Context: an optimization exercise on an open-source flow, tuned for small area. The choices shown serve that exercise and are no tape-out recipe.
Function was checked by simulation only, so behaviour that the tests miss may differ from the original.
Power and IR drop assume default switching activity.

## v29
// test_lcd_ctrl
module test_lcd_ctrl(
    input wire clk, input wire rst, output wire redled, output wire dbg_l2, output wire dbg_l3, output wire dbg_l4,
    input wire pSetButton, input wire pAlarmButton, input wire pTimerToggle0, input wire pTimerToggle1,
    input wire pButton0, input wire pButton1, input wire pButton2,
    output wire RS, output wire E, output wire RW,
    output wire LCD_DB0,
    output wire LCD_DB1,
    output wire LCD_DB2,
    output wire LCD_DB3,
    output wire LCD_DB4,
    output wire LCD_DB5,
    output wire LCD_DB6,
    output wire LCD_DB7,
    output wire buzzer
);
For scale: about 1400 cells after synthesis, roughly 11000 sq um of cells after synthesis.
Settings: LEC_CHECK=0, ABC_AREA=1, CAP_MARGIN=10, CORE_MARGIN=2, CORE_UTILIZATION=85, SLEW_MARGIN=10; clock period 10.0 ns.
standard.sh (not shown) runs the stock make flow with config.mk's settings and CLKGATE_MAP_FILE= SYNTH_SCRIPT=/design/flow/synth_recipe.tcl, a recipe that flattens the netlist after the stock synthesis.
==> flow/flow/run.sh <==
#!/bin/bash
# Layout flow: the standard synthesis, then the combinational logic between
# the flip-flops re-mapped by ABC for area (flip-flops, their names and cells
# untouched; the result is proved equivalent before it is used), then the
# standard floorplan, placement, CTS (without dummy loads), routing and finish.
# Each tool's output goes to a log file of its own in this folder.
set -euo pipefail
W=$(pwd)
F=$W/flow
R=$W/orfs/results/${FLOW_PLATFORM}/test_lcd_ctrl/base
LIB=$FLOW_HOME/platforms/${FLOW_PLATFORM}/lib/sky130_fd_sc_hd__tt_025C_1v80.lib
YOSYS=$FLOW_HOME/../tools/install/yosys/bin/yosys
[[ -x $YOSYS ]] || YOSYS=$(command -v yosys)

bash standard.sh synth > $W/log_1_standard_synth.txt 2>&1

cp $R/1_2_yosys.v $W/synth_std.v
DU=""
for c in $(grep -oE "sky130_fd_sc_hd__(probe|lpflow)[a-z0-9_]*" $FLOW_HOME/platforms/${FLOW_PLATFORM}/config.mk | sort -u); do
  DU="$DU -dont_use $c"
done
echo "module sky130_fd_sc_hd__dfxtp_1(input CLK, input D, output Q); endmodule" > $W/ff_stub.v
cat > $W/resyn1.ys <<EOS
read_liberty -ignore_miss_func $LIB
read_verilog $W/synth_std.v
delete sky130_fd_sc_hd__dfxtp_1
read_verilog -lib $W/ff_stub.v
hierarchy -top $FLOW_TOP
flatten
opt -purge
abc -liberty $LIB $DU -script +strash;dc2;&get,-n;&deepsyn,-T,180;&put;dch,-f;&get,-n;&nf,-R,1000;&put;
opt_clean -purge
write_verilog -noattr -nohex -nodec $W/resyn_mid.v
EOS
cat > $W/resyn2.ys <<EOS
read_liberty -lib $LIB
read_verilog $W/resyn_mid.v
hierarchy -top $FLOW_TOP
splitnets
opt_clean -purge
hilomap -singleton -hicell sky130_fd_sc_hd__conb_1 HI -locell sky130_fd_sc_hd__conb_1 LO
insbuf -buf sky130_fd_sc_hd__buf_2 A X
check -assert -mapped
tee -o $W/resyn_stat.txt stat -liberty $LIB
write_verilog -noattr -nohex -nodec $W/synth_resyn.v
EOS
cat > $W/equiv.ys <<EOS
read_liberty -ignore_miss_func $LIB
read_verilog $W/std_cut.v
rename $FLOW_TOP gold
read_verilog $W/resyn_cut.v
rename $FLOW_TOP gate
hierarchy -check
flatten gold gate
opt_clean gold gate
miter -equiv -flatten -make_assert gold gate miter
hierarchy -top miter
sat -verify -prove-asserts miter
EOS
use=0
if $YOSYS -q $W/resyn1.ys > $W/log_2_resyn1.txt 2>&1 \
   && $YOSYS -q $W/resyn2.ys > $W/log_3_resyn2.txt 2>&1 \
   && python3 $F/cutff.py $W/synth_std.v $W/std_cut.v $W/ff_std.txt > $W/log_4_cut.txt 2>&1 \
   && python3 $F/cutff.py $W/synth_resyn.v $W/resyn_cut.v $W/ff_resyn.txt >> $W/log_4_cut.txt 2>&1 \
   && cmp -s $W/ff_std.txt $W/ff_resyn.txt \
   && [[ $(grep -c "sky130_fd_sc_hd__df" $W/synth_std.v) == $(grep -c "sky130_fd_sc_hd__df" $W/synth_resyn.v) ]] \
   && $YOSYS -q $W/equiv.ys > $W/log_5_equiv.txt 2>&1; then
  use=1
fi
echo "resynthesised netlist used: $use" | tee $W/log_6_choice.txt
if [[ $use == 1 ]]; then
  cp $W/synth_resyn.v $R/1_2_yosys.v
  rm -f $R/1_synth.odb $R/1_synth.sdc
fi

# CTS without dummy loads; the clustering settings are in cts_args.txt
export CTS_ARGS="$(cat $F/cts_args.txt)"
# every port still gets its own buffer, the smallest one
export BUFFER_PORTS_ARGS="-buffer_cell sky130_fd_sc_hd__buf_1"
bash standard.sh finish > $W/log_7_standard_finish.txt 2>&1
==> flow/flow/cts_args.txt <==
-sink_clustering_enable -repair_clock_nets -dont_use_dummy_load -sink_clustering_size 18 -sink_clustering_max_diameter 55 -buf_list {sky130_fd_sc_hd__clkbuf_8}
Other scripts of this flow, unchanged in this note and not shown: flow/flow/cutff.py
v29 did not finish; a tool error ended it in 3_1_place_gp_skip_io.
Input changes introduced in v52 (baseline for comparison: v29):
-- flow/config.mk --
<<< v29, line 8
export ABC_AREA = 1
export CAP_MARGIN = 10
export CORE_MARGIN = 2
export CORE_UTILIZATION = 85
export SLEW_MARGIN = 10
>>> v52, line 8
export ABC_AREA = 1
export CAP_MARGIN = 0
export CORE_MARGIN = 2
export CORE_UTILIZATION = 75
export GPL_TIMING_DRIVEN = 0
export SLEW_MARGIN = 0
==> run notes <==
- Compared with v29, in v52 synthesized area divided by synthesized cell count did not really move, die boundary height shows an increase of about 6%, synthesized area did not really move.
- On effective utilization at floorplan: v52 sits below v29.
- v52 vs. v29: width of the chip went up by 6.2%.
- The net count after synthesis of v52 and that of v29 are within noise of each other.
- For number of core rows, dividing the value from v29 by the value from v52 gives 0.932.
- Comparing v29 against v52, there is no change at all in synthesized cell count.
- v52 completed every stage of the flow, and the final layout passed the timing, DRC and antenna checks.
[inputs] v41 vs v52
-- flow/flow/run.sh --
<<< v52, line 30
opt -purge
abc -liberty $LIB $DU -script +strash;dc2;&get,-n;&deepsyn,-T,180;&put;dch,-f;&get,-n;&nf,-R,1000;&put;
opt_clean -purge
>>> v41, line 30
opt -purge
abc -liberty $LIB $DU -script +strash;dc2;&get,-n;&deepsyn,-T,600;&put;dch,-f;&get,-n;&nf,-R,1000;&put;
opt_clean -purge
-- flow/config.mk --
<<< v52, line 8
export ABC_AREA = 1
export CAP_MARGIN = 0
export CORE_MARGIN = 2
export CORE_UTILIZATION = 75
export GPL_TIMING_DRIVEN = 0
export SLEW_MARGIN = 0
>>> v41, line 8
export ABC_AREA = 1
export CAP_MARGIN = 10
export CORE_MARGIN = 2
export CORE_UTILIZATION = 75
export SLEW_MARGIN = 10
==> run notes <==
v41 completed end to end with timing, DRC and antenna clean. Worst hold slack delta (v41 -> v52): insignificant. v52 has lower number of nets in the final layout than v41. Taking v52 as the reference, in v41 initial DRC count now sits at about the same level, critical path data required time about even, proportion of power drawn by combinational gates has remained practically unchanged. Relative to v52, v41 improves power consumption. Diff v52 -> v41: setup slack climbed 0.31 ns, count of pins over their slew limit level, final area comparable, sequential share of layout area did not really move. On first-pass GRT wire length, v52 loses to v41.
Input changes introduced in v42 (baseline for comparison: v41):
-- flow/flow/run.sh --
<<< v41, line 30
opt -purge
abc -liberty $LIB $DU -script +strash;dc2;&get,-n;&deepsyn,-T,600;&put;dch,-f;&get,-n;&nf,-R,1000;&put;
opt_clean -purge
>>> v42, line 30
opt -purge
abc -liberty $LIB $DU -script +strash;dc2;&get,-n;&deepsyn,-T,180;&put;dch,-f;&get,-n;&nf,-R,1000;&put;strash;dch,-f;&get,-n;&nf,-R,1000;&put;strash;dch,-f;&get,-n;&nf,-R,1000;&put;
opt_clean -purge
Switching power of the nets shrinks slightly when moving from v41 to v42.
v41 → v42: non-clock buffer share of cell area decreased by 0.25 points relative to the old numbers; register cell area after layout closely matched the old numbers; overall power of the completed layout decreased by about 0.36% relative to the old numbers.
Modified inputs, v19 compared to v42
-- flow/flow/run.sh --
<<< v42, line 30
opt -purge
abc -liberty $LIB $DU -script +strash;dc2;&get,-n;&deepsyn,-T,180;&put;dch,-f;&get,-n;&nf,-R,1000;&put;strash;dch,-f;&get,-n;&nf,-R,1000;&put;strash;dch,-f;&get,-n;&nf,-R,1000;&put;
opt_clean -purge
>>> v19, line 30
opt -purge
abc -liberty $LIB $DU -script +strash;dc2;&get,-n;&deepsyn,-T,180;&put;dch,-f;&get,-n;&nf,-R,1000;&put;
opt_clean -purge
==> flow/flow/cts_args.txt <==
-sink_clustering_enable -repair_clock_nets -dont_use_dummy_load -sink_clustering_size 12 -sink_clustering_max_diameter 45 -buf_list {sky130_fd_sc_hd__clkbuf_4 sky130_fd_sc_hd__clkbuf_8}
[summary]
- On via count, v42 beats v19.
- Power after layout is lower on v42
- v19 vs. v42: netlist area before placement held steady, switching part of the total power up 0.21 points, area growth from synthesis to final layout now larger, final weighted congestion of routability-driven global placement up about 4.5%, worst hold slack went up by 0.015 ns.
- TritonCTS buffer count came out higher on v19 than on v42.
- v19: all stages complete, timing, DRC and antenna checks passed
- Worst setup slack, v19 and v42, higher one = v42.

static timing again, ports no longer ideal:
How much do the figures lean on ideal ports? The routed layouts below were timed once more, with nothing changed but the port constraints. Step 1 (the two cells are an assumption about what drives the block):
set clk [get_ports {clk}]
set_driving_cell -lib_cell sky130_fd_sc_hd__clkbuf_16 $clk
set_driving_cell -lib_cell sky130_fd_sc_hd__buf_2 [delete_from_list [all_inputs] $clk]
Step 2 adds t to the input delays and takes it off the output delays; t is the mean of the earliest and latest rising clock arrival at the registers after step 1. Input paths then give back, and output paths get back, about the clock's delay inside the block. Three values: no drivers, after step 1, after step 2; two values: the first two.
run | t, ns | slack for setup (ns) | hold slack, ns | slew at the worst register clock pin (ns)
v52 | 0.563 | 4.901 / 4.901 / 4.901 | 0.438 / 0.438 / 0.438 | 0.12 / 0.12
v41 | 0.549 | 5.209 / 5.209 / 5.209 | 0.438 / 0.438 / 0.438 | 0.12 / 0.12
v42 | 0.561 | 5.386 / 5.386 / 5.198 | 0.419 / 0.419 / 0.419 | 0.11 / 0.11
v19 | 0.596 | 5.120 / 5.120 / 5.120 | 0.435 / 0.435 / 0.435 | 0.08 / 0.08
After both steps setup and hold are still met in every run listed. The setup slack of v42, which loses most, moves by 0.000 ns with the drivers and by -0.188 ns with both steps.
